From an optimization exercise on the open Yosys and OpenROAD flow, aimed at small area, a short achievable clock period and few clock cycles per item; shortcuts taken in it are not production practice. In this exercise RTL edits were held to simulation tests only and were not proved equivalent to the original. The flow treats the clock pin as an ideal source, which a real chip does not have. Power and IR drop assume default switching activity.

===== flow/design.v =====
module sobel_gx_gy#(
    parameter p_data_bits = 8
) (
    input wire i_clk,
    input wire i_rst,
    output wire busy_out,
    input wire valid_in,
    input wire [9*p_data_bits-1:0] data_in,
    output reg valid_out,
    output reg [p_data_bits-1:0] data_out_gx,
    output reg [p_data_bits-1:0] data_out_gy
);
wire [7:0] a00 = data_in[71:64];
wire [7:0] a10 = data_in[63:56];
wire [7:0] a20 = data_in[55:48];
wire [7:0] a01 = data_in[47:40];
wire [7:0] a21 = data_in[31:24];
wire [7:0] a02 = data_in[23:16];
wire [7:0] a12 = data_in[15:8];
wire [7:0] a22 = data_in[7:0];
wire [7:0] n20 = ~a20;
wire [7:0] n21 = ~a21;
wire [7:0] n22 = ~a22;
wire [7:0] n02 = ~a02;
wire [7:0] n12 = ~a12;
assign busy_out = 1'b0;
wire tx0_0__s1 = a00[0] ^ a02[0] ^ n20[0];
wire tx0_0__c2 = (a00[0] & a02[0]) | (a00[0] & n20[0]) | (a02[0] & n20[0]);
wire tx0_1__s3 = a00[1] ^ a02[1] ^ a01[0];
wire tx0_1__c4 = (a00[1] & a02[1]) | (a00[1] & a01[0]) | (a02[1] & a01[0]);
wire tx0_1__s5 = n20[1] ^ n22[1] ^ n21[0];
wire tx0_1__c6 = (n20[1] & n22[1]) | (n20[1] & n21[0]) | (n22[1] & n21[0]);
wire tx0_2__s7 = a00[2] ^ a02[2] ^ a01[1];
wire tx0_2__c8 = (a00[2] & a02[2]) | (a00[2] & a01[1]) | (a02[2] & a01[1]);
wire tx0_2__s9 = n20[2] ^ n22[2] ^ n21[1];
wire tx0_2__c10 = (n20[2] & n22[2]) | (n20[2] & n21[1]) | (n22[2] & n21[1]);
wire tx0_3__s11 = a00[3] ^ a02[3] ^ a01[2];
wire tx0_3__c12 = (a00[3] & a02[3]) | (a00[3] & a01[2]) | (a02[3] & a01[2]);
wire tx0_3__s13 = n20[3] ^ n22[3] ^ n21[2];
wire tx0_3__c14 = (n20[3] & n22[3]) | (n20[3] & n21[2]) | (n22[3] & n21[2]);
wire tx0_4__s15 = a00[4] ^ a02[4] ^ a01[3];
wire tx0_4__c16 = (a00[4] & a02[4]) | (a00[4] & a01[3]) | (a02[4] & a01[3]);
wire tx0_4__s17 = n20[4] ^ n22[4] ^ n21[3];
wire tx0_4__c18 = (n20[4] & n22[4]) | (n20[4] & n21[3]) | (n22[4] & n21[3]);
wire tx0_5__s19 = a00[5] ^ a02[5] ^ a01[4];
wire tx0_5__c20 = (a00[5] & a02[5]) | (a00[5] & a01[4]) | (a02[5] & a01[4]);
wire tx0_5__s21 = n20[5] ^ n22[5] ^ n21[4];
wire tx0_5__c22 = (n20[5] & n22[5]) | (n20[5] & n21[4]) | (n22[5] & n21[4]);
wire tx0_6__s23 = a00[6] ^ a02[6] ^ a01[5];
wire tx0_6__c24 = (a00[6] & a02[6]) | (a00[6] & a01[5]) | (a02[6] & a01[5]);
wire tx0_6__s25 = n20[6] ^ n22[6] ^ n21[5];
wire tx0_6__c26 = (n20[6] & n22[6]) | (n20[6] & n21[5]) | (n22[6] & n21[5]);
wire tx0_7__s27 = a00[7] ^ a02[7] ^ a01[6];
wire tx0_7__c28 = (a00[7] & a02[7]) | (a00[7] & a01[6]) | (a02[7] & a01[6]);
wire tx0_7__s29 = n20[7] ^ n22[7] ^ n21[6];
wire tx0_7__c30 = (n20[7] & n22[7]) | (n20[7] & n21[6]) | (n22[7] & n21[6]);
wire tx1_1__s31 = tx0_0__c2 ^ tx0_1__s3 ^ tx0_1__s5;
wire tx1_1__c32 = (tx0_0__c2 & tx0_1__s3) | (tx0_0__c2 & tx0_1__s5) | (tx0_1__s3 & tx0_1__s5);
wire tx1_2__s33 = tx0_1__c4 ^ tx0_1__c6 ^ tx0_2__s7;
wire tx1_2__c34 = (tx0_1__c4 & tx0_1__c6) | (tx0_1__c4 & tx0_2__s7) | (tx0_1__c6 & tx0_2__s7);
wire tx1_3__s35 = tx0_2__c8 ^ tx0_2__c10 ^ tx0_3__s11;
wire tx1_3__c36 = (tx0_2__c8 & tx0_2__c10) | (tx0_2__c8 & tx0_3__s11) | (tx0_2__c10 & tx0_3__s11);
wire tx1_4__s37 = tx0_3__c12 ^ tx0_3__c14 ^ tx0_4__s15;
wire tx1_4__c38 = (tx0_3__c12 & tx0_3__c14) | (tx0_3__c12 & tx0_4__s15) | (tx0_3__c14 & tx0_4__s15);
wire tx1_5__s39 = tx0_4__c16 ^ tx0_4__c18 ^ tx0_5__s19;
wire tx1_5__c40 = (tx0_4__c16 & tx0_4__c18) | (tx0_4__c16 & tx0_5__s19) | (tx0_4__c18 & tx0_5__s19);
wire tx1_6__s41 = tx0_5__c20 ^ tx0_5__c22 ^ tx0_6__s23;
wire tx1_6__c42 = (tx0_5__c20 & tx0_5__c22) | (tx0_5__c20 & tx0_6__s23) | (tx0_5__c22 & tx0_6__s23);
wire tx1_7__s43 = tx0_6__c24 ^ tx0_6__c26 ^ tx0_7__s27;
wire tx1_7__c44 = (tx0_6__c24 & tx0_6__c26) | (tx0_6__c24 & tx0_7__s27) | (tx0_6__c26 & tx0_7__s27);
wire tx1_8__s45 = tx0_7__c28 ^ tx0_7__c30 ^ a01[7];
wire tx1_8__c46 = (tx0_7__c28 & tx0_7__c30) | (tx0_7__c28 & a01[7]) | (tx0_7__c30 & a01[7]);
wire c0_47 = n22[0] & tx0_0__s1;
wire ux2_s48 = rx_2_0 ^ rx_2_1;
wire ux2_c49 = rx_2_0 & rx_2_1;
wire ux3_s50 = rx_3_0 ^ rx_3_1 ^ rx_3_2;
wire ux3_c51 = (rx_3_0 & rx_3_1) | (rx_3_0 & rx_3_2) | (rx_3_1 & rx_3_2);
wire ux4_s52 = rx_4_0 ^ rx_4_1 ^ rx_4_2;
wire ux4_c53 = (rx_4_0 & rx_4_1) | (rx_4_0 & rx_4_2) | (rx_4_1 & rx_4_2);
wire ux5_s54 = rx_5_0 ^ rx_5_1 ^ rx_5_2;
wire ux5_c55 = (rx_5_0 & rx_5_1) | (rx_5_0 & rx_5_2) | (rx_5_1 & rx_5_2);
wire ux6_s56 = rx_6_0 ^ rx_6_1 ^ rx_6_2;
wire ux6_c57 = (rx_6_0 & rx_6_1) | (rx_6_0 & rx_6_2) | (rx_6_1 & rx_6_2);
wire ux7_s58 = rx_7_0 ^ rx_7_1 ^ rx_7_2;
wire ux7_c59 = (rx_7_0 & rx_7_1) | (rx_7_0 & rx_7_2) | (rx_7_1 & rx_7_2);
wire ux8_s60 = rx_8_0 ^ rx_8_1 ^ rx_8_2;
wire ux8_c61 = (rx_8_0 & rx_8_1) | (rx_8_0 & rx_8_2) | (rx_8_1 & rx_8_2);
wire ty0_0__c63 = (a00[0] & a20[0]) | (a00[0] & n02[0]) | (a20[0] & n02[0]);
wire ty0_1__s64 = a00[1] ^ a20[1] ^ a10[0];
wire ty0_1__c65 = (a00[1] & a20[1]) | (a00[1] & a10[0]) | (a20[1] & a10[0]);
wire ty0_1__s66 = n02[1] ^ n22[1] ^ n12[0];
wire ty0_1__c67 = (n02[1] & n22[1]) | (n02[1] & n12[0]) | (n22[1] & n12[0]);
wire ty0_2__s68 = a00[2] ^ a20[2] ^ a10[1];
wire ty0_2__c69 = (a00[2] & a20[2]) | (a00[2] & a10[1]) | (a20[2] & a10[1]);
wire ty0_2__s70 = n02[2] ^ n22[2] ^ n12[1];
wire ty0_2__c71 = (n02[2] & n22[2]) | (n02[2] & n12[1]) | (n22[2] & n12[1]);
wire ty0_3__s72 = a00[3] ^ a20[3] ^ a10[2];
wire ty0_3__c73 = (a00[3] & a20[3]) | (a00[3] & a10[2]) | (a20[3] & a10[2]);
wire ty0_3__s74 = n02[3] ^ n22[3] ^ n12[2];
wire ty0_3__c75 = (n02[3] & n22[3]) | (n02[3] & n12[2]) | (n22[3] & n12[2]);
wire ty0_4__s76 = a00[4] ^ a20[4] ^ a10[3];
wire ty0_4__c77 = (a00[4] & a20[4]) | (a00[4] & a10[3]) | (a20[4] & a10[3]);
wire ty0_4__s78 = n02[4] ^ n22[4] ^ n12[3];
wire ty0_4__c79 = (n02[4] & n22[4]) | (n02[4] & n12[3]) | (n22[4] & n12[3]);
wire ty0_5__s80 = a00[5] ^ a20[5] ^ a10[4];
wire ty0_5__c81 = (a00[5] & a20[5]) | (a00[5] & a10[4]) | (a20[5] & a10[4]);
wire ty0_5__s82 = n02[5] ^ n22[5] ^ n12[4];
wire ty0_5__c83 = (n02[5] & n22[5]) | (n02[5] & n12[4]) | (n22[5] & n12[4]);
wire ty0_6__s84 = a00[6] ^ a20[6] ^ a10[5];
wire ty0_6__c85 = (a00[6] & a20[6]) | (a00[6] & a10[5]) | (a20[6] & a10[5]);
wire ty0_6__s86 = n02[6] ^ n22[6] ^ n12[5];
wire ty0_6__c87 = (n02[6] & n22[6]) | (n02[6] & n12[5]) | (n22[6] & n12[5]);
wire ty0_7__s88 = a00[7] ^ a20[7] ^ a10[6];
wire ty0_7__c89 = (a00[7] & a20[7]) | (a00[7] & a10[6]) | (a20[7] & a10[6]);
wire ty0_7__s90 = n02[7] ^ n22[7] ^ n12[6];
wire ty0_7__c91 = (n02[7] & n22[7]) | (n02[7] & n12[6]) | (n22[7] & n12[6]);
wire ty1_1__s92 = ty0_0__c63 ^ ty0_1__s64 ^ ty0_1__s66;
wire ty1_1__c93 = (ty0_0__c63 & ty0_1__s64) | (ty0_0__c63 & ty0_1__s66) | (ty0_1__s64 & ty0_1__s66);
wire ty1_2__s94 = ty0_1__c65 ^ ty0_1__c67 ^ ty0_2__s68;
wire ty1_2__c95 = (ty0_1__c65 & ty0_1__c67) | (ty0_1__c65 & ty0_2__s68) | (ty0_1__c67 & ty0_2__s68);
wire ty1_3__s96 = ty0_2__c69 ^ ty0_2__c71 ^ ty0_3__s72;
wire ty1_3__c97 = (ty0_2__c69 & ty0_2__c71) | (ty0_2__c69 & ty0_3__s72) | (ty0_2__c71 & ty0_3__s72);
wire ty1_4__s98 = ty0_3__c73 ^ ty0_3__c75 ^ ty0_4__s76;
wire ty1_4__c99 = (ty0_3__c73 & ty0_3__c75) | (ty0_3__c73 & ty0_4__s76) | (ty0_3__c75 & ty0_4__s76);
wire ty1_5__s100 = ty0_4__c77 ^ ty0_4__c79 ^ ty0_5__s80;
wire ty1_5__c101 = (ty0_4__c77 & ty0_4__c79) | (ty0_4__c77 & ty0_5__s80) | (ty0_4__c79 & ty0_5__s80);
wire ty1_6__s102 = ty0_5__c81 ^ ty0_5__c83 ^ ty0_6__s84;
wire ty1_6__c103 = (ty0_5__c81 & ty0_5__c83) | (ty0_5__c81 & ty0_6__s84) | (ty0_5__c83 & ty0_6__s84);
wire ty1_7__s104 = ty0_6__c85 ^ ty0_6__c87 ^ ty0_7__s88;
wire ty1_7__c105 = (ty0_6__c85 & ty0_6__c87) | (ty0_6__c85 & ty0_7__s88) | (ty0_6__c87 & ty0_7__s88);
wire ty1_8__s106 = ty0_7__c89 ^ ty0_7__c91 ^ a10[7];
wire ty1_8__c107 = (ty0_7__c89 & ty0_7__c91) | (ty0_7__c89 & a10[7]) | (ty0_7__c91 & a10[7]);
wire uy2_s108 = ry_2_0 ^ ry_2_1;
wire uy2_c109 = ry_2_0 & ry_2_1;
wire uy3_s110 = ry_3_0 ^ ry_3_1 ^ ry_3_2;
wire uy3_c111 = (ry_3_0 & ry_3_1) | (ry_3_0 & ry_3_2) | (ry_3_1 & ry_3_2);
wire uy4_s112 = ry_4_0 ^ ry_4_1 ^ ry_4_2;
wire uy4_c113 = (ry_4_0 & ry_4_1) | (ry_4_0 & ry_4_2) | (ry_4_1 & ry_4_2);
wire uy5_s114 = ry_5_0 ^ ry_5_1 ^ ry_5_2;
wire uy5_c115 = (ry_5_0 & ry_5_1) | (ry_5_0 & ry_5_2) | (ry_5_1 & ry_5_2);
wire uy6_s116 = ry_6_0 ^ ry_6_1 ^ ry_6_2;
wire uy6_c117 = (ry_6_0 & ry_6_1) | (ry_6_0 & ry_6_2) | (ry_6_1 & ry_6_2);
wire uy7_s118 = ry_7_0 ^ ry_7_1 ^ ry_7_2;
wire uy7_c119 = (ry_7_0 & ry_7_1) | (ry_7_0 & ry_7_2) | (ry_7_1 & ry_7_2);
wire uy8_s120 = ry_8_0 ^ ry_8_1 ^ ry_8_2;
wire uy8_c121 = (ry_8_0 & ry_8_1) | (ry_8_0 & ry_8_2) | (ry_8_1 & ry_8_2);
reg valid_r;
reg rx_1_0;
reg rx_1_1;
reg rx_2_0;
reg rx_2_1;
reg rx_2_2;
reg rx_3_0;
reg rx_3_1;
reg rx_3_2;
reg rx_4_0;
reg rx_4_1;
reg rx_4_2;
reg rx_5_0;
reg rx_5_1;
reg rx_5_2;
reg rx_6_0;
reg rx_6_1;
reg rx_6_2;
reg rx_7_0;
reg rx_7_1;
reg rx_7_2;
reg rx_8_0;
reg rx_8_1;
reg rx_8_2;
reg rx_9_0;
reg ry_1_0;
reg ry_2_0;
reg ry_2_1;
reg ry_2_2;
reg ry_3_0;
reg ry_3_1;
reg ry_3_2;
reg ry_4_0;
reg ry_4_1;
reg ry_4_2;
reg ry_5_0;
reg ry_5_1;
reg ry_5_2;
reg ry_6_0;
reg ry_6_1;
reg ry_6_2;
reg ry_7_0;
reg ry_7_1;
reg ry_7_2;
reg ry_8_0;
reg ry_8_1;
reg ry_8_2;
reg ry_9_0;
always @(posedge i_clk) begin
    valid_r <= valid_in & ~i_rst;
    rx_1_0 <= tx1_1__s31;
    rx_1_1 <= c0_47;
    rx_2_0 <= tx1_1__c32;
    rx_2_1 <= tx1_2__s33;
    rx_2_2 <= tx0_2__s9;
    rx_3_0 <= tx1_2__c34;
    rx_3_1 <= tx1_3__s35;
    rx_3_2 <= tx0_3__s13;
    rx_4_0 <= tx1_3__c36;
    rx_4_1 <= tx1_4__s37;
    rx_4_2 <= tx0_4__s17;
    rx_5_0 <= tx1_4__c38;
    rx_5_1 <= tx1_5__s39;
    rx_5_2 <= tx0_5__s21;
    rx_6_0 <= tx1_5__c40;
    rx_6_1 <= tx1_6__s41;
    rx_6_2 <= tx0_6__s25;
    rx_7_0 <= tx1_6__c42;
    rx_7_1 <= tx1_7__s43;
    rx_7_2 <= tx0_7__s29;
    rx_8_0 <= tx1_7__c44;
    rx_8_1 <= tx1_8__s45;
    rx_8_2 <= n21[7];
    rx_9_0 <= tx1_8__c46;
    ry_1_0 <= ty1_1__s92;
    ry_2_0 <= ty1_1__c93;
    ry_2_1 <= ty1_2__s94;
    ry_2_2 <= ty0_2__s70;
    ry_3_0 <= ty1_2__c95;
    ry_3_1 <= ty1_3__s96;
    ry_3_2 <= ty0_3__s74;
    ry_4_0 <= ty1_3__c97;
    ry_4_1 <= ty1_4__s98;
    ry_4_2 <= ty0_4__s78;
    ry_5_0 <= ty1_4__c99;
    ry_5_1 <= ty1_5__s100;
    ry_5_2 <= ty0_5__s82;
    ry_6_0 <= ty1_5__c101;
    ry_6_1 <= ty1_6__s102;
    ry_6_2 <= ty0_6__s86;
    ry_7_0 <= ty1_6__c103;
    ry_7_1 <= ty1_7__s104;
    ry_7_2 <= ty0_7__s90;
    ry_8_0 <= ty1_7__c105;
    ry_8_1 <= ty1_8__s106;
    ry_8_2 <= n12[7];
    ry_9_0 <= ty1_8__c107;
end
wire [10:0] fx0 = {1'b0, ux8_c61, ux7_c59, ux6_c57, ux5_c55, ux4_c53, ux3_c51, ux2_c49, ux2_s48, rx_1_0, 1'b0};
wire [10:0] fx1 = {1'b0, rx_9_0, ux8_s60, ux7_s58, ux6_s56, ux5_s54, ux4_s52, ux3_s50, rx_2_2, rx_1_1, 1'b0};
wire [10:0] sx = fx0 + fx1;
wire [10:0] fy0 = {1'b0, uy8_c121, uy7_c119, uy6_c117, uy5_c115, uy4_c113, uy3_c111, uy2_c109, uy2_s108, ry_1_0, 1'b0};
wire [10:0] fy1 = {1'b0, ry_9_0, uy8_s120, uy7_s118, uy6_s116, uy5_s114, uy4_s112, uy3_s110, ry_2_2, rx_1_1, 1'b0};
wire [10:0] sy = fy0 + fy1;
always @(posedge i_clk) begin
    valid_out   <= valid_r & ~i_rst;
    data_out_gx <= sx[10:3];
    data_out_gy <= sy[10:3];
end
endmodule

===== flow/config.mk =====
export PLATFORM = sky130hd
export DESIGN_NAME = sobel_gx_gy
export DESIGN_NICKNAME = sobel_gx_gy
export VERILOG_FILES = /design/flow/design.v
export SDC_FILE = /design/flow/constraint.sdc
export NUM_CORES = 4
export LEC_CHECK = 0
export ABC_AREA = 1
export CAP_MARGIN = 20
export CORE_MARGIN = 2
export CORE_UTILIZATION = 65
export SLEW_MARGIN = 20

===== flow/flow/run.sh =====
#!/bin/bash
# Standard ORFS layout with these changes:
#  - Yosys's synth runs with -noabc, so its generic ABC pass does not
#    restructure the written-out carry-save adders before extract_fa maps them
#    to full-adder cells (the registers and the final ABC mapping are as in
#    the standard synthesis);
#  - clock tree synthesis adds no dummy loads;
#  - the port buffers are plain buf_1 cells instead of the resizer's default
#    pick (a 10 um2 delay buffer);
#  - after clock tree synthesis, flow/skew.tcl puts a clock buffer in front of
#    the output registers, so their clock arrives a little later.  This gives
#    the register-to-register paths that end there more time; the input paths
#    are untouched, and the output paths only lose slack.
set -euo pipefail
export BUFFER_PORTS_ARGS="-buffer_cell sky130_fd_sc_hd__buf_1"
export SYNTH_ARGS="-noabc"
# ORFS cts.tcl arguments, plus -dont_use_dummy_load (no dummy clock loads)
export CTS_ARGS="-sink_clustering_enable -repair_clock_nets -dont_use_dummy_load"
R=orfs/results/sky130hd/sobel_gx_gy/base
bash standard.sh cts > orfs_to_cts.log 2>&1
SKEW_IN=$R/4_cts.odb SKEW_OUT=$R/4_cts_skew.odb SKEW_CELL=sky130_fd_sc_hd__clkbuf_4 \
  openroad -no_init -exit flow/skew.tcl > skew.log 2>&1
mv -f $R/4_cts_skew.odb $R/4_cts.odb
bash standard.sh finish > orfs_finish.log 2>&1

===== flow/flow/skew.tcl =====
# Delay the clock of the output registers (data_out_*, valid_out) by putting
# one clock buffer between each leaf clock net and the output registers on it.
# These registers end the pipeline's internal register-to-register paths; the
# later clock gives those paths more time and leaves the input paths alone.
set odb_in  $::env(SKEW_IN)
set odb_out $::env(SKEW_OUT)
set cell    $::env(SKEW_CELL)
read_db $odb_in
set db [ord::get_db]
set block [ord::get_db_block]
set master [$db findMaster $cell]
set groups [dict create]
foreach inst [$block getInsts] {
  set n [$inst getName]
  if {[string match {data_out_g*} $n] || [string match {valid_out*} $n]} {
    set it [$inst findITerm CLK]
    if {$it eq "NULL" || $it eq ""} { continue }
    set net [$it getNet]
    dict lappend groups [$net getName] $it
  }
}
set k 0
dict for {netname iterms} $groups {
  set net [$block findNet $netname]
  set nn [odb::dbNet_create $block "skewnet_$k"]
  $nn setSigType CLOCK
  set buf [odb::dbInst_create $block $master "skewbuf_$k"]
  # place at the centroid of the sinks
  set sx 0; set sy 0
  foreach it $iterms {
    set inst [$it getInst]
    set bb [$inst getBBox]
    set sx [expr {$sx + [$bb xMin]}]; set sy [expr {$sy + [$bb yMin]}]
    $it disconnect
    $it connect $nn
  }
  set cnt [llength $iterms]
  $buf setLocation [expr {$sx / $cnt}] [expr {$sy / $cnt}]
  $buf setPlacementStatus PLACED
  [$buf findITerm A] connect $net
  [$buf findITerm X] connect $nn
  puts "skew: buffer skewbuf_$k on $netname drives $cnt output registers"
  incr k
}
detailed_placement
check_placement
write_db $odb_out

===== flow/constraint.sdc =====
create_clock -name core_clock -period 4.2 [get_ports {i_clk}]
set_input_delay 0.8400 -clock core_clock [delete_from_list [all_inputs] [get_ports {i_clk}]]
set_output_delay 0.8400 -clock core_clock [all_outputs]
set_load 0.01 [all_outputs]

===== flow/standard.sh =====
#!/bin/bash
# synth_recipe.tcl (not shown) runs the flow's synth.tcl, then flattens the netlist and writes it again
# the make line also repeats each setting of config.mk as NAME=value (left out here)
make -C /OpenROAD-flow-scripts/flow DESIGN_CONFIG=/design/flow/config.mk WORK_HOME=/design/flow/orfs CLKGATE_MAP_FILE= SYNTH_SCRIPT=/design/flow/synth_recipe.tcl "${@:-finish}"

==> results of run 1 <==
[per-layer routing]
metal | part of all wire (%) | global-route usage (%) | up-vias
met1 | 40 | 27.1 | 1080
met5 | 0 | 0 | -
met4 | 2.2 | 8.36 | 0
met3 | 6.7 | 5.65 | 12
li1 | - | - | 1101
met2 | 51 | 41.3 | 87
[layout make-up]
cell class	instances	area, um^2
Inverter	65	244
Timing Repair Buffer	83	312
Multi-Input combinational cell	179	1890
Fill cell	358	1120
Sequential cell	65	1300
Tap cell	70	87.6
Buffer	4	30.0
Clock buffer	9	124
[stage by stage]
step / instances / util, %
after floorplan: 310 / -
after global placement: 462 / 75.1
after detailed placement: 462 / 75.1
after CTS: 471 / 77.5
after global routing: 475 / 78.1
final: 475 / 78.1
[cells in the final DEF, fill, tap and decap left out]
cell	netlist	routed
a21oi_2	1	1
nand3_1	10	10
inv_1	62	62
fa_1	58	58
nand2_1	47	47
o21bai_1	1	1
o21ai_1	3	3
dfxtp_1	65	65
ha_1	18	18
nand4_1	2	2
xor2_1	6	6
nor3_1	1	1
buf_1	0	83
nor2_1	10	10
nand3_2	1	1
inv_2	3	3
nand2_4	2	2
clkbuf_4	0	4
o21ai_0	2	2
conb_1	1	1
a21oi_1	7	7
clkbuf_8	0	9
nand2_2	9	9
[logic make-up after synthesis]
family	synth area share, %
and+or+nand+nor	10.8
other	0.109
AOI/OAI and AO/OA	2.22
DFF	37.8
xor gates and xnor gates	1.53
buffers and inverters	7.31
adders and majority gates	40.3
[worst max-delay path, delay by kind of cell]
family,cells,cell delay (ns)
buffers and inverters,2,0.18
adder cells (fa/ha/maj),2,0.98
[power breakdown]
group | internal [mW] | switching [mW]
logic | 0.460 | 0.699
clock network | 0.232 | 0.206
registers | 0.808 | 0.0676
[worst paths after layout]
check / startpoint / to / slack, ns
worst min-delay path: valid_r / valid_out / 0.23
worst min register to register: valid_r / valid_out / 0.23
worst max-delay path: data_in[17] / ry_1_0 / 2.38
worst max register to register: ry_5_0 / data_out_gy[5] / 2.53
==> run summary, run 1 <==
status finished clean; crit path setup slack, layout 2.38 ns; drt pass-1 iters 4; Final ANT Viol Nets 0; root buf cell clkbuf_8; Net Count, Synth 461; final hold vios 0; MaxCap Viol Count 0; minimum clock period after layout 1.82 ns; Cell Rows 26; count leader, synth dfxtp_1; clock latency (worst-skew pair) 0.45 ns; CP max stage delay 0.55 ns; post-placement cell area 3830 um^2; FF-to-FF path depth 10; fin. max-slew vios 0; nets 558; VDD IR max 443 uV; Port-buffer cells 83; post-synth top area cell dfxtp_1; DRT iter0 DRCs 74; Max Fclk 549 MHz; Die Ht 76.8 um; CP cell instances buf_1 > fa_1 > inv_1 > fa_1; DIE AREA 5890 um^2; CTS tree yes; hold crit path type reg2reg; DPL Wire Length 5.22 mm; sequential area share after synthesis 37.8%; crit path DAT 2.01 ns; H-Tree Depth 3; clock skew 0.157 ns; Initial Utilization 67.4%; Hold Path Depth 2; Yosys warning count 1; number of synthesized flops with an enable pin 0; CTS-repair resized insts 0; CP max-delay cell fa_1; largest cells by area after synthesis dfxtp_1 38%, fa_1 34%, inv_1 6.8%; via count 2280; TNS Setup 0 ns; Synth cell types 21; GRT overflow 0; synthesized flop and latch total 65; CP endpoint kind register; first-pass GRT wire length 10.4 mm; total power 2.47 mW; pre-CTS setup slack 2.06 ns; Clk pin slew, worst setup/hold paths 0.08 ns; share of cells above drive strength 1 7.16%; Worst Setup Start Kind primary input; antenna diode count 0; Yosys top cell area share 37.8%; CTS Buffer Depth 2; TritonCTS buffer count 9; Sinks on Clock Net 65; cell mode on critical path fa_1; vias in the first global route 2493; Die X 76.8 um; worst path required time 4.39 ns; final wirelength 6.07 mm; post-CTS setup buffers 0; Avg WL per Cell 12.8 um; Async SR Flop Fraction 0%; unrepaired setup endpoints after global routing no; I/O Pins 93; Synth Cell Area 3440 um^2; predominant post-synthesis flop cell dfxtp_1; antenna violations before repair 0; # hold bufs at CTS 0; CP Max Fanout 2; Mean Syn Cell Area 11.1 um^2; vias per inst 4.80; synthesis-to-layout area growth 15.8%; WHS 0.235 ns; RD Place Congestion 0.865; design area 3990 um^2; Pwr Density 620 nW/um^2; Tot GR Track Use 23.1%; pin count of the biggest net entering global routing 10; leakage power 1.89 nW; Core ar. 5110 um^2; Worst Path Class, Setup in2reg; # setup viols final 0; list of most frequent post-synthesis cells 65 x dfxtp_1, 62 x inv_1, 58 x fa_1; Cells after Synth 310; Regs by FF count data_out_gx: 8 flops, data_out_gy: 8 flops; residual DRC count 0; Final Cycle Share 43.4%
Testbench counts, summed over its fixed seeds: cycles 3,216, items 3,200.
==> run 2: changes to the inputs <==
--- a/flow/flow/run.sh
+++ b/flow/flow/run.sh
@@ -10,7 +10,9 @@
 #  - after clock tree synthesis, flow/skew.tcl puts a clock buffer in front of
 #    the output registers, so their clock arrives a little later.  This gives
 #    the register-to-register paths that end there more time; the input paths
-#    are untouched, and the output paths only lose slack.
+#    are untouched, and the output paths only lose slack;
+#  - then flow/swap.tcl lets the resizer swap equivalent input pins (only that)
+#    aiming at a period of about 1.6 ns.
 set -euo pipefail
 export BUFFER_PORTS_ARGS="-buffer_cell sky130_fd_sc_hd__buf_1"
 export SYNTH_ARGS="-noabc"
@@ -20,5 +22,8 @@
 bash standard.sh cts > orfs_to_cts.log 2>&1
 SKEW_IN=$R/4_cts.odb SKEW_OUT=$R/4_cts_skew.odb SKEW_CELL=sky130_fd_sc_hd__clkbuf_4 \
   openroad -no_init -exit flow/skew.tcl > skew.log 2>&1
-mv -f $R/4_cts_skew.odb $R/4_cts.odb
+SWAP_IN=$R/4_cts_skew.odb SWAP_SDC=$R/4_cts.sdc SWAP_OUT=$R/4_cts_swap.odb SWAP_MARGIN=2.6 \
+  openroad -no_init -exit flow/swap.tcl > swap.log 2>&1
+mv -f $R/4_cts_swap.odb $R/4_cts.odb
+rm -f $R/4_cts_skew.odb
 bash standard.sh finish > orfs_finish.log 2>&1
==> flow/flow/swap.tcl (new file) <==
# Pin swapping only: let the resizer move critical signals onto the faster
# of a cell's equivalent input pins (no cell is added, removed or resized).
read_liberty $::env(FLOW_HOME)/platforms/sky130hd/lib/sky130_fd_sc_hd__tt_025C_1v80.lib
read_db $::env(SWAP_IN)
read_sdc $::env(SWAP_SDC)
source $::env(FLOW_HOME)/platforms/sky130hd/setRC.tcl
set_propagated_clock [all_clocks]
estimate_parasitics -placement
report_worst_slack -max
repair_timing -setup -setup_margin $::env(SWAP_MARGIN) -sequence swap -skip_last_gasp
report_worst_slack -max
write_db $::env(SWAP_OUT)
==> run summary, run 2 <==
Cells after Synth 310 (unchanged); CP endpoint kind register (unchanged); first-pass GRT wire length 10.4 mm (about the same); DPL Wire Length 5.22 mm (unchanged); # setup viols final 0 (unchanged); RD Place Congestion 0.865 (unchanged); MaxCap Viol Count 0 (unchanged); hold crit path type reg2reg (unchanged); share of cells above drive strength 1 7.16% (unchanged); Die Ht 76.8 um (unchanged); CTS tree yes (unchanged); synthesized flop and latch total 65 (unchanged); unrepaired setup endpoints after global routing no (unchanged); Cell Rows 26 (unchanged); VDD IR max 443 uV (about the same); Sinks on Clock Net 65 (unchanged); DRT iter0 DRCs 80 (was 74); predominant post-synthesis flop cell dfxtp_1 (unchanged); sequential area share after synthesis 37.8% (unchanged); pre-CTS setup slack 2.06 ns (unchanged); TritonCTS buffer count 9 (unchanged); Avg WL per Cell 12.8 um (about the same); TNS Setup 0 ns (unchanged); Clk pin slew, worst setup/hold paths 0.08 ns (about the same); antenna violations before repair 0 (unchanged); number of synthesized flops with an enable pin 0 (unchanged); count leader, synth dfxtp_1 (unchanged); Pwr Density 620 nW/um^2 (about the same); CTS-repair resized insts 0 (unchanged); total power 2.47 mW (about the same); I/O Pins 93 (unchanged); Final Cycle Share 42.5% (was 43.4%); final wirelength 6.07 mm (about the same); FF-to-FF path depth 10 (unchanged); fin. max-slew vios 0 (unchanged); Worst Path Class, Setup in2reg (unchanged); nets 558 (unchanged); Async SR Flop Fraction 0% (unchanged); root buf cell clkbuf_8 (unchanged); pin count of the biggest net entering global routing 10 (unchanged); # hold bufs at CTS 0 (unchanged); CP Max Fanout 2 (unchanged); fin cells 475 (unchanged); minimum clock period after layout 1.78 ns (was 1.82 ns); Mean Syn Cell Area 11.1 um^2 (unchanged); Tot GR Track Use 23.2% (was 23.1%); CTS Buffer Depth 2 (unchanged); most common cell after layout, fill and taps aside buf_1 (unchanged); Regs by FF count data_out_gx: 8 flops, data_out_gy: 8 flops (unchanged); clock latency (worst-skew pair) 0.45 ns (about the same); synthesis-to-layout area growth 15.8% (unchanged); antenna diode count 0 (unchanged); Port-buffer cells 83 (unchanged); vias per inst 4.81 (was 4.80); Die X 76.8 um (unchanged); Fill cells 358 (unchanged); DP Cell Count 462 (unchanged); via count 2283 (was 2280); final hold vios 0 (unchanged); Initial Utilization 67.4% (unchanged); leakage power 1.89 nW (unchanged); DIE AREA 5890 um^2 (unchanged); H-Tree Depth 3 (unchanged); most frequent cells in the layout 83 x buf_1, 65 x dfxtp_1, 62 x inv_1 (unchanged); status finished clean (unchanged); Final ANT Viol Nets 0 (unchanged); Synth cell types 21 (unchanged); Core ar. 5110 um^2 (unchanged); post-synth top area cell dfxtp_1 (unchanged); list of most frequent post-synthesis cells 65 x dfxtp_1, 62 x inv_1, 58 x fa_1 (unchanged); crit path DAT 1.97 ns (was 2.01 ns); crit path setup slack, layout 2.42 ns (was 2.38 ns); Max Fclk 561 MHz (was 549 MHz); largest cells by area after synthesis dfxtp_1 38%, fa_1 34%, inv_1 6.8% (unchanged); GRT overflow 0 (unchanged); clock skew 0.157 ns (about the same); drt pass-1 iters 6 (was 4); vias in the first global route 2486 (was 2493); Net Count, Synth 461 (unchanged); worst path required time 4.39 ns (about the same); Worst Setup Start Kind primary input (unchanged); Synth Cell Area 3440 um^2 (unchanged); Yosys warning count 1 (unchanged); Yosys top cell area share 37.8% (unchanged); residual DRC count 0 (unchanged); post-CTS setup buffers 0 (unchanged); Hold Path Depth 2 (unchanged)
run 2: power by group:
group / internal [mW] / total, mW / switching (mW)
Combinational: 0.460 / 1.16 / 0.699
Clock: 0.232 / 0.438 / 0.206
Sequential: 0.808 / 0.876 / 0.0673
run 2: worst paths after layout:
| check | endpoint | slack, ns | from |
|---|---|---|---|
| setup / recovery | rx_1_0 | 2.42 | data_in[49] |
| hold / removal | valid_out | 0.23 | valid_r |
| setup reg to reg | data_out_gy[5] | 2.53 | ry_5_0 |
| hold reg to reg | valid_out | 0.23 | valid_r |
run 2: stage by stage:
stage               hold WS, ns  instance area (um^2)  util (%)
finish                    0.235                  3990      78.1
detailed placement        0.397                  3830      75.1
global placement          0.392                  3830      75.1
global route              0.251                  3990      78.1
floorplan                 0.388                  3440         -
CTS                       0.406                  3960      77.5
run 2: final cells by class:
type                            instances  area [um^2]  area share, %
Multi-Input combinational cell        179         1890           47.4
Sequential cell                        65         1300           32.6
Timing Repair Buffer                   83          312           7.81
Inverter                               65          244           6.12
Clock buffer                            9          124           3.11
Tap cell                               70         87.6           2.20
Buffer                                  4         30.0          0.753
run 2: logic make-up (layout without fill, tap and decap cells):
group | Yosys count | in the layout | synth area share (%)
and+or+nand+nor | 82 | 82 | 10.8
adders and majority gates | 76 | 76 | 40.3
buffers and inverters | 66 | 161 | 7.31
DFF | 65 | 65 | 37.8
AOI/OAI and AO/OA | 14 | 14 | 2.22
xor gates and xnor gates | 6 | 6 | 1.53
other | 1 | 1 | 0.109
run 2: worst max-delay path: stages:
cell and delay [ns]:
buf_1 0.12, fa_1 0.51, inv_1 0.06, fa_1 0.45
run 2: metal layers:
metal | vias up | share of wire, % | global-route usage, %
li1 | 1101 | - | -
met2 | 93 | 50 | 41.3
met5 | - | 0 | 0
met4 | 0 | 2.3 | 8.36
met1 | 1075 | 40 | 27.2
met3 | 14 | 7.5 | 5.65
==> run 3: changes to the inputs <==
--- a/flow/flow/run.sh
+++ b/flow/flow/run.sh
@@ -8,7 +8,8 @@
 #  - the port buffers are plain buf_1 cells instead of the resizer's default
 #    pick (a 10 um2 delay buffer);
 #  - after clock tree synthesis, flow/skew.tcl puts a clock buffer in front of
-#    the output registers, so their clock arrives a little later.  This gives
+#    the output registers (clkbuf_1, _2 or _4 by load), so their clock arrives
+#    a little later.  This gives
 #    the register-to-register paths that end there more time; the input paths
 #    are untouched, and the output paths only lose slack;
 #  - then flow/swap.tcl lets the resizer swap equivalent input pins (only that)
@@ -20,7 +21,7 @@
 export CTS_ARGS="-sink_clustering_enable -repair_clock_nets -dont_use_dummy_load"
 R=orfs/results/sky130hd/sobel_gx_gy/base
 bash standard.sh cts > orfs_to_cts.log 2>&1
-SKEW_IN=$R/4_cts.odb SKEW_OUT=$R/4_cts_skew.odb SKEW_CELL=sky130_fd_sc_hd__clkbuf_4 \
+SKEW_SMALL=1 SKEW_IN=$R/4_cts.odb SKEW_OUT=$R/4_cts_skew.odb SKEW_CELL=sky130_fd_sc_hd__clkbuf_4 \
   openroad -no_init -exit flow/skew.tcl > skew.log 2>&1
 SWAP_IN=$R/4_cts_skew.odb SWAP_SDC=$R/4_cts.sdc SWAP_OUT=$R/4_cts_swap.odb SWAP_MARGIN=2.6 \
   openroad -no_init -exit flow/swap.tcl > swap.log 2>&1
--- a/flow/flow/skew.tcl
+++ b/flow/flow/skew.tcl
@@ -20,11 +20,26 @@
   }
 }
 set k 0
+if {[info exists ::env(SKEW_SINGLE)]} {
+  # one buffer for all output registers, fed from the leaf net that has most of them
+  set best ""; set bn 0; set all {}
+  dict for {netname iterms} $groups {
+    set all [concat $all $iterms]
+    if {[llength $iterms] > $bn} { set bn [llength $iterms]; set best $netname }
+  }
+  set groups [dict create $best $all]
+}
 dict for {netname iterms} $groups {
   set net [$block findNet $netname]
   set nn [odb::dbNet_create $block "skewnet_$k"]
   $nn setSigType CLOCK
-  set buf [odb::dbInst_create $block $master "skewbuf_$k"]
+  set cnt [llength $iterms]
+  set m $master
+  if {[info exists ::env(SKEW_SMALL)]} {
+    # smaller buffers for the small groups
+    if {$cnt <= 2} { set m [$db findMaster sky130_fd_sc_hd__clkbuf_1] } elseif {$cnt <= 5} { set m [$db findMaster sky130_fd_sc_hd__clkbuf_2] }
+  }
+  set buf [odb::dbInst_create $block $m "skewbuf_$k"]
   # place at the centroid of the sinks
   set sx 0; set sy 0
   foreach it $iterms {
--- a/flow/config.mk
+++ b/flow/config.mk
@@ -8,5 +8,5 @@
 export ABC_AREA = 1
 export CAP_MARGIN = 20
 export CORE_MARGIN = 2
-export CORE_UTILIZATION = 65
+export CORE_UTILIZATION = 55
 export SLEW_MARGIN = 20
==> run summary, run 3 <==
part of the power in combinational logic 46.5% (was 46.9%); CP max-delay cell fa_1 (unchanged); Regs by FF count data_out_gx: 8 flops, data_out_gy: 8 flops (unchanged); pin count of the biggest net entering global routing 11 (was 10); Switching Fraction 39.3% (about the same); Core ar. 5990 um^2 (was 5110 um^2); CP max stage delay 0.52 ns (was 0.51 ns); GRT overflow 0 (unchanged); share of cells above drive strength 1 6.90% (was 7.16%); Async SR Flop Fraction 0% (unchanged); Mean Syn Cell Area 11.1 um^2 (unchanged); root buf cell clkbuf_8 (unchanged); CTS tree yes (unchanged); post-synth top area cell dfxtp_1 (unchanged); synthesized flop and latch total 65 (unchanged); Synth Cell Area 3440 um^2 (unchanged); CP cell instances buf_1 > fa_1 > inv_1 > fa_1 (unchanged); Pint 1.48 mW (was 1.50 mW); Die Ht 83.1 um (was 76.8 um); WHS 0.232 ns (was 0.235 ns); met2 track demand over resource 29.0% (was 41.3%); worst path required time 4.39 ns (about the same); count leader, synth dfxtp_1 (unchanged); drt pass-1 iters 4 (was 6); sum of buffers and inverters on the critical path 2 (unchanged); CTS-repair resized insts 0 (unchanged); H-Tree Depth 3 (unchanged); RD Place Congestion 0.868 (was 0.865); Initial Utilization 57.5% (was 67.4%); hold crit path type reg2reg (unchanged); TritonCTS buffer count 9 (unchanged); Final ANT Viol Nets 0 (unchanged); list of most frequent post-synthesis cells 65 x dfxtp_1, 62 x inv_1, 58 x fa_1 (unchanged); unrepaired setup endpoints after global routing no (unchanged); most common cell after layout, fill and taps aside buf_1 (unchanged); # hold bufs at CTS 0 (unchanged); Avg WL per Cell 11.8 um (was 12.8 um); final wirelength 5.67 mm (was 6.07 mm); Sinks on Clock Net 65 (unchanged); Worst Path Class, Setup in2reg (unchanged); Yosys top cell area share 37.8% (unchanged); Max Fclk 563 MHz (was 561 MHz); CP Max Fanout 2 (unchanged); via count 2205 (was 2283); DPL Wire Length 4.86 mm (was 5.22 mm); met1 Use GR 25.4% (was 27.2%); fin. max-slew vios 0 (unchanged); TNS Setup 0 ns (unchanged); CP endpoint kind register (unchanged); Synth cell types 21 (unchanged); first-pass GRT wire length 10.2 mm (was 10.4 mm); sequential area share after synthesis 37.8% (unchanged); residual DRC count 0 (unchanged); largest cells by area after synthesis dfxtp_1 38%, fa_1 34%, inv_1 6.8% (unchanged); crit path DAT 1.97 ns (about the same); Die X 83.1 um (was 76.8 um); number of synthesized flops with an enable pin 0 (unchanged); Net Count, Synth 461 (unchanged); MaxCap Viol Count 0 (unchanged); DRT iter0 DRCs 73 (was 80); GR Util met3 6.16% (was 5.65%); # setup viols final 0 (unchanged); antenna diode count 0 (unchanged); Worst Setup Start Kind primary input (unchanged); clock skew 0.155 ns (was 0.157 ns); CTS Buffer Depth 2 (unchanged); Pwr Density 613 nW/um^2 (was 620 nW/um^2); I/O Pins 93 (unchanged); DIE AREA 6910 um^2 (was 5890 um^2); post-CTS setup buffers 0 (unchanged); Psw 961 uW (was 973 uW); predominant post-synthesis flop cell dfxtp_1 (unchanged); most frequent cells in the layout 83 x buf_1, 65 x dfxtp_1, 62 x inv_1 (unchanged); cell family with most CP delay adder cells (unchanged); antenna violations before repair 0 (unchanged); Cell Rows 28 (was 26); leakage power 1.89 nW (about the same); cell mode on critical path fa_1 (unchanged); gr busiest metal met2 (unchanged); clock power share 17.8% (was 17.7%); vias in the first global route 2317 (was 2486); final hold vios 0 (unchanged); Yosys warning count 1 (unchanged); Cells after Synth 310 (unchanged); minimum clock period after layout 1.77 ns (was 1.78 ns); synthesis-to-layout area growth 15.9% (was 15.8%); vias per inst 4.58 (was 4.81); Clk pin slew, worst setup/hold paths 0.08 ns (about the same); status finished clean (unchanged); nets 559 (was 558); Fill cells 501 (was 358); Port-buffer cells 83 (unchanged); Tot GR Track Use 19.1% (was 23.2%); Final Cycle Share 42.3% (was 42.5%); sequential share of power 35.7% (was 35.4%); VDD IR max 403 uV (was 443 uV); clock latency (worst-skew pair) 0.45 ns (about the same)
[run 3: final timing paths]
path	end	cells past startpoint	slack [ns]	start
worst max-delay path	rx_1_0	4	2.43	data_in[49]
worst min-delay path	valid_out	2	0.23	valid_r
worst max register to register	data_out_gy[6]	8	2.50	ry_8_0
worst min register to register	valid_out	2	0.23	valid_r
[run 3: metal layers]
layer / wire length [um] / share of wire, %
met5: 0 / 0
met3: 441 / 7.8
met2: 2550 / 45
met4: 119 / 2.1
met1: 2560 / 45
[run 3: logic make-up (layout without fill, tap and decap cells)]
group / after synthesis / in the layout / share of synthesized area (%)
AOI/OAI and AO/OA: 14 / 14 / 2.22
xor gates and xnor gates: 6 / 6 / 1.53
adders and majority gates: 76 / 76 / 40.3
buffers and inverters: 66 / 162 / 7.31
DFF: 65 / 65 / 37.8
other: 1 / 1 / 0.109
and+or+nand+nor: 82 / 82 / 10.8
[run 3: final cells by class]
type,instances,area [um^2],share of cell area [%]
sequential,65,1300,32.6
buffer,5,25.0,0.627
inverter,65,244,6.12
tap,75,93.8,2.35
clock buffer,9,124,3.11
multi-input combinational,179,1890,47.4
timing repair buffer,83,312,7.81
[run 3: power groups by stage]
stage / registers, mW / logic [mW] / clock network (mW)
2_1_floorplan: 0.924 / 0.828 / 0
3_3_place_gp: 0.885 / 1.12 / 0
3_5_place_dp: 0.890 / 1.15 / 0
4_1_cts: 0.877 / 1.16 / 0.402
5_1_grt: 0.890 / 1.35 / 0.485
6_report: 0.873 / 1.14 / 0.434
[run 3: tightest hold or removal path: cells and delay by family, from the launching register on]
family | cells | cell delay (ns)
flip-flops | 1 | 0.28
buffers and inverters | 1 | 0.04
AND/OR/NAND/NOR | 1 | 0.03
[run 3: metrics by stage]
stage	utilization, %	power, mW	cells	instance area, um^2	worst slack (ns)
after floorplan	-	1.75	310	3440	2.26
after global placement	64.1	2.01	467	3840	2.07
after detailed placement	64.1	2.04	467	3840	2.08
after CTS	66.2	2.43	476	3960	2.37
after global routing	66.6	2.73	481	3990	2.35
final	66.6	2.44	481	3990	2.43
==> run 4: changes to the inputs <==
--- a/flow/config.mk
+++ b/flow/config.mk
@@ -8,5 +8,5 @@
 export ABC_AREA = 1
 export CAP_MARGIN = 20
 export CORE_MARGIN = 2
-export CORE_UTILIZATION = 55
+export CORE_UTILIZATION = 72
 export SLEW_MARGIN = 20
==> run summary, run 4 <==
status finished clean (unchanged); clock skew 0.139 ns (was 0.155 ns); Avg WL per Cell 12.6 um (was 11.8 um); share of cells above drive strength 1 7.09% (was 6.90%); GRT overflow 0 (unchanged); TNS Setup 0 ns (unchanged); list of most frequent post-synthesis cells 65 x dfxtp_1, 62 x inv_1, 58 x fa_1 (unchanged); VDD IR max 489 uV (was 403 uV); Mean Syn Cell Area 11.1 um^2 (unchanged); CTS-repair resized insts 0 (unchanged); Tot GR Track Use 25.3% (was 19.1%); residual DRC count 0 (unchanged); hold crit path type reg2reg (unchanged); crit path DAT 2.00 ns (was 1.97 ns); CP endpoint kind register (unchanged); RD Place Congestion 0.902 (was 0.868); Fill cells 268 (was 501); Net Count, Synth 461 (unchanged); Hold Path Depth 2 (unchanged); Synth Cell Area 3440 um^2 (unchanged); number of synthesized flops with an enable pin 0 (unchanged); DRT iter0 DRCs 72 (was 73); synthesis-to-layout area growth 15.4% (was 15.9%); leakage power 1.89 nW (about the same); CP Max Fanout 2 (unchanged); Synth cell types 21 (unchanged); xor and xnor area share after synthesis 1.53% (unchanged); Worst Setup Start Kind primary input (unchanged); Worst Path Class, Setup in2reg (unchanged); sequential area share after synthesis 37.8% (unchanged); Async SR Flop Fraction 0% (unchanged); r2r setup slk 2.47 ns (was 2.50 ns); sequential share of power 35.2% (was 35.7%); vias in the first global route 2280 (was 2317); Pwr Density 625 nW/um^2 (was 613 nW/um^2); Cells after Synth 310 (unchanged); synthesized flop and latch total 65 (unchanged); largest cells by area after synthesis dfxtp_1 38%, fa_1 34%, inv_1 6.8% (unchanged); # hold bufs at CTS 0 (unchanged); DPL Wire Length 4.94 mm (was 4.86 mm); Final ANT Viol Nets 0 (unchanged); Max Fclk 553 MHz (was 563 MHz); Sinks on Clock Net 65 (unchanged); Switching Fraction 39.7% (was 39.3%); pin count of the biggest net entering global routing 11 (unchanged); RR Startpoint ry_6_0 (was ry_8_0); Pint 1.50 mW (was 1.48 mW); post-layout util 85.2% (was 66.6%); final wirelength 5.84 mm (was 5.67 mm); CTS Buffer Depth 2 (unchanged); WHS 0.272 ns (was 0.232 ns); Post-Synth Simple-Gate Area 10.8% (unchanged); count leader, synth dfxtp_1 (unchanged); main combinational cell family by area after synthesis adder cells (unchanged); CTS tree yes (unchanged); sink of the worst hold path valid_out (unchanged); R2R Path End data_out_gy[6] (unchanged); I/O Pins 93 (unchanged); Cell Rows 25 (was 28); Core ar. 4660 um^2 (was 5990 um^2); compound-gate portion of the synthesized area 2.22% (unchanged); first-pass GRT wire length 9.80 mm (was 10.2 mm); Yosys top cell area share 37.8% (unchanged); antenna diode count 0 (unchanged); via count 2256 (was 2205); unrepaired setup endpoints after global routing no (unchanged); vias per inst 4.87 (was 4.58); most frequent cells in the layout 83 x buf_1, 65 x dfxtp_1, 62 x inv_1 (unchanged); FF-to-FF path depth 8 (unchanged); total power 2.48 mW (was 2.44 mW); H-Tree Depth 3 (unchanged); Initial Utilization 73.9% (was 57.5%); antenna violations before repair 0 (unchanged); post-synth top area cell dfxtp_1 (unchanged); DIE AREA 5350 um^2 (was 6910 um^2); Clk pin slew, worst setup/hold paths 0.07 ns (was 0.08 ns); Die X 73.1 um (was 83.1 um); Regs by FF count data_out_gx: 8 flops, data_out_gy: 8 flops (unchanged); most common cell after layout, fill and taps aside buf_1 (unchanged); HP Start valid_r (unchanged); nets 562 (was 559); final hold vios 0 (unchanged); predominant post-synthesis flop cell dfxtp_1 (unchanged); worst path required time 4.39 ns (about the same); clock power share 17.8% (about the same); root buf cell clkbuf_8 (unchanged); post-synthesis adder-cell area fraction 40.3% (unchanged); MaxCap Viol Count 0 (unchanged); TritonCTS buffer count 9 (unchanged); Port-buffer cells 83 (unchanged); minimum clock period after layout 1.81 ns (was 1.77 ns); fin. max-slew vios 0 (unchanged); Die Ht 73.1 um (was 83.1 um); clock latency (worst-skew pair) 0.44 ns (was 0.45 ns); Psw 984 uW (was 961 uW); # setup viols final 0 (unchanged); post-CTS setup buffers 0 (unchanged); mux share of post-synthesis cell area 0% (unchanged); Yosys warning count 1 (unchanged); drt pass-1 iters 4 (unchanged); Final Cycle Share 43.1% (was 42.3%); part of the power in combinational logic 46.9% (was 46.5%)
[run 4: cell counts after synthesis]
Identical to the previous run, type by type.
[run 4: power groups by stage]
stage	Clock, mW	Combinational, mW	Sequential (mW)
floorplan	0	0.828	0.924
global placement	0	1.11	0.883
detailed placement	0	1.16	0.890
CTS	0.395	1.18	0.876
global route	0.485	1.34	0.893
finish	0.443	1.16	0.874
[run 4: area by class of cell]
cell class                      instances  area, um^2  share of cell area (%)
Multi-Input combinational cell        179        1890                    47.6
Sequential cell                        65        1300                    32.8
Timing Repair Buffer                   83         312                    7.84
Inverter                               65         244                    6.14
Clock buffer                            9         124                    3.12
Tap cell                               54        67.6                    1.70
Buffer                                  8        35.0                   0.882
[run 4: per-stage QoR]
stage | instance area [um^2] | worst slack (ns) | std cells
global route | 3970 | 2.35 | 463
CTS | 3940 | 2.36 | 455
detailed placement | 3810 | 2.04 | 446
global placement | 3810 | 2.06 | 446
floorplan | 3440 | 2.26 | 310
finish | 3970 | 2.39 | 463
[run 4: routing by layer]
layer	up-vias	GRT usage, %	wire length, um
met4	0	10.5	127
met1	1030	31.9	2360
met5	-	0	0
li1	1112	-	-
met3	14	7.04	450
met2	100	41.3	2900
[run 4: critical path: stages]
cell and delay [ns]:
buf_1 0.12, fa_1 0.54, inv_1 0.06, fa_1 0.45
[run 4: cell families after synthesis]
| kind of cell | after synthesis |
|---|---|
| buf+inv | 66 |
| flops | 65 |
| compound gates | 14 |
| simple gates | 82 |
| fa+ha+maj | 76 |
| other cells | 1 |
| xor+xnor | 6 |
[run 4: how the worst max path moves through the flow]
stage	startpoint	endpoint	slack, ns	cells past startpoint
CTS	data_in[1]	rx_1_0	2.36	4
floorplan	data_in[1]	rx_1_0	2.26	3
global route	ry_6_0	data_out_gy[6]	2.35	8
global placement	data_in[1]	rx_1_0	2.06	4
detailed placement	data_in[1]	rx_1_0	2.04	4
finish	data_in[49]	rx_1_0	2.39	4

-- afterwards: timing with drivers on the ports --
Ports are ideal in the flow. The routed layouts listed here were re-timed in OpenROAD.
Step 1 sets driving cells, clkbuf_16 on the clock port and buf_2 on the other inputs (assumed; they add their load-dependent delay and slew).
Step 2 times the ports against the registers' clock, not the clock port: input delays grow and output delays shrink by t, the midpoint of the rising clock arrivals with the driver on.
Slacks: no drivers / after step 1 / after step 2; pairs: no drivers / after step 1.
| run | t, ns | setup slack, ns | worst slew at a driven data input, ns | cell pins on the clock port's net |
|---|---|---|---|---|
| run 1 | 0.402 | 2.378 / 2.386 / 1.983 | 0.05 | 1 |
| run 2 | 0.402 | 2.416 / 2.418 / 2.019 | 0.05 | 1 |
| run 3 | 0.405 | 2.425 / 2.418 / 2.025 | 0.05 | 1 |
| run 4 | 0.405 | 2.391 / 2.396 / 1.991 | 0.05 | 1 |
After both steps every run listed still meets setup and hold.
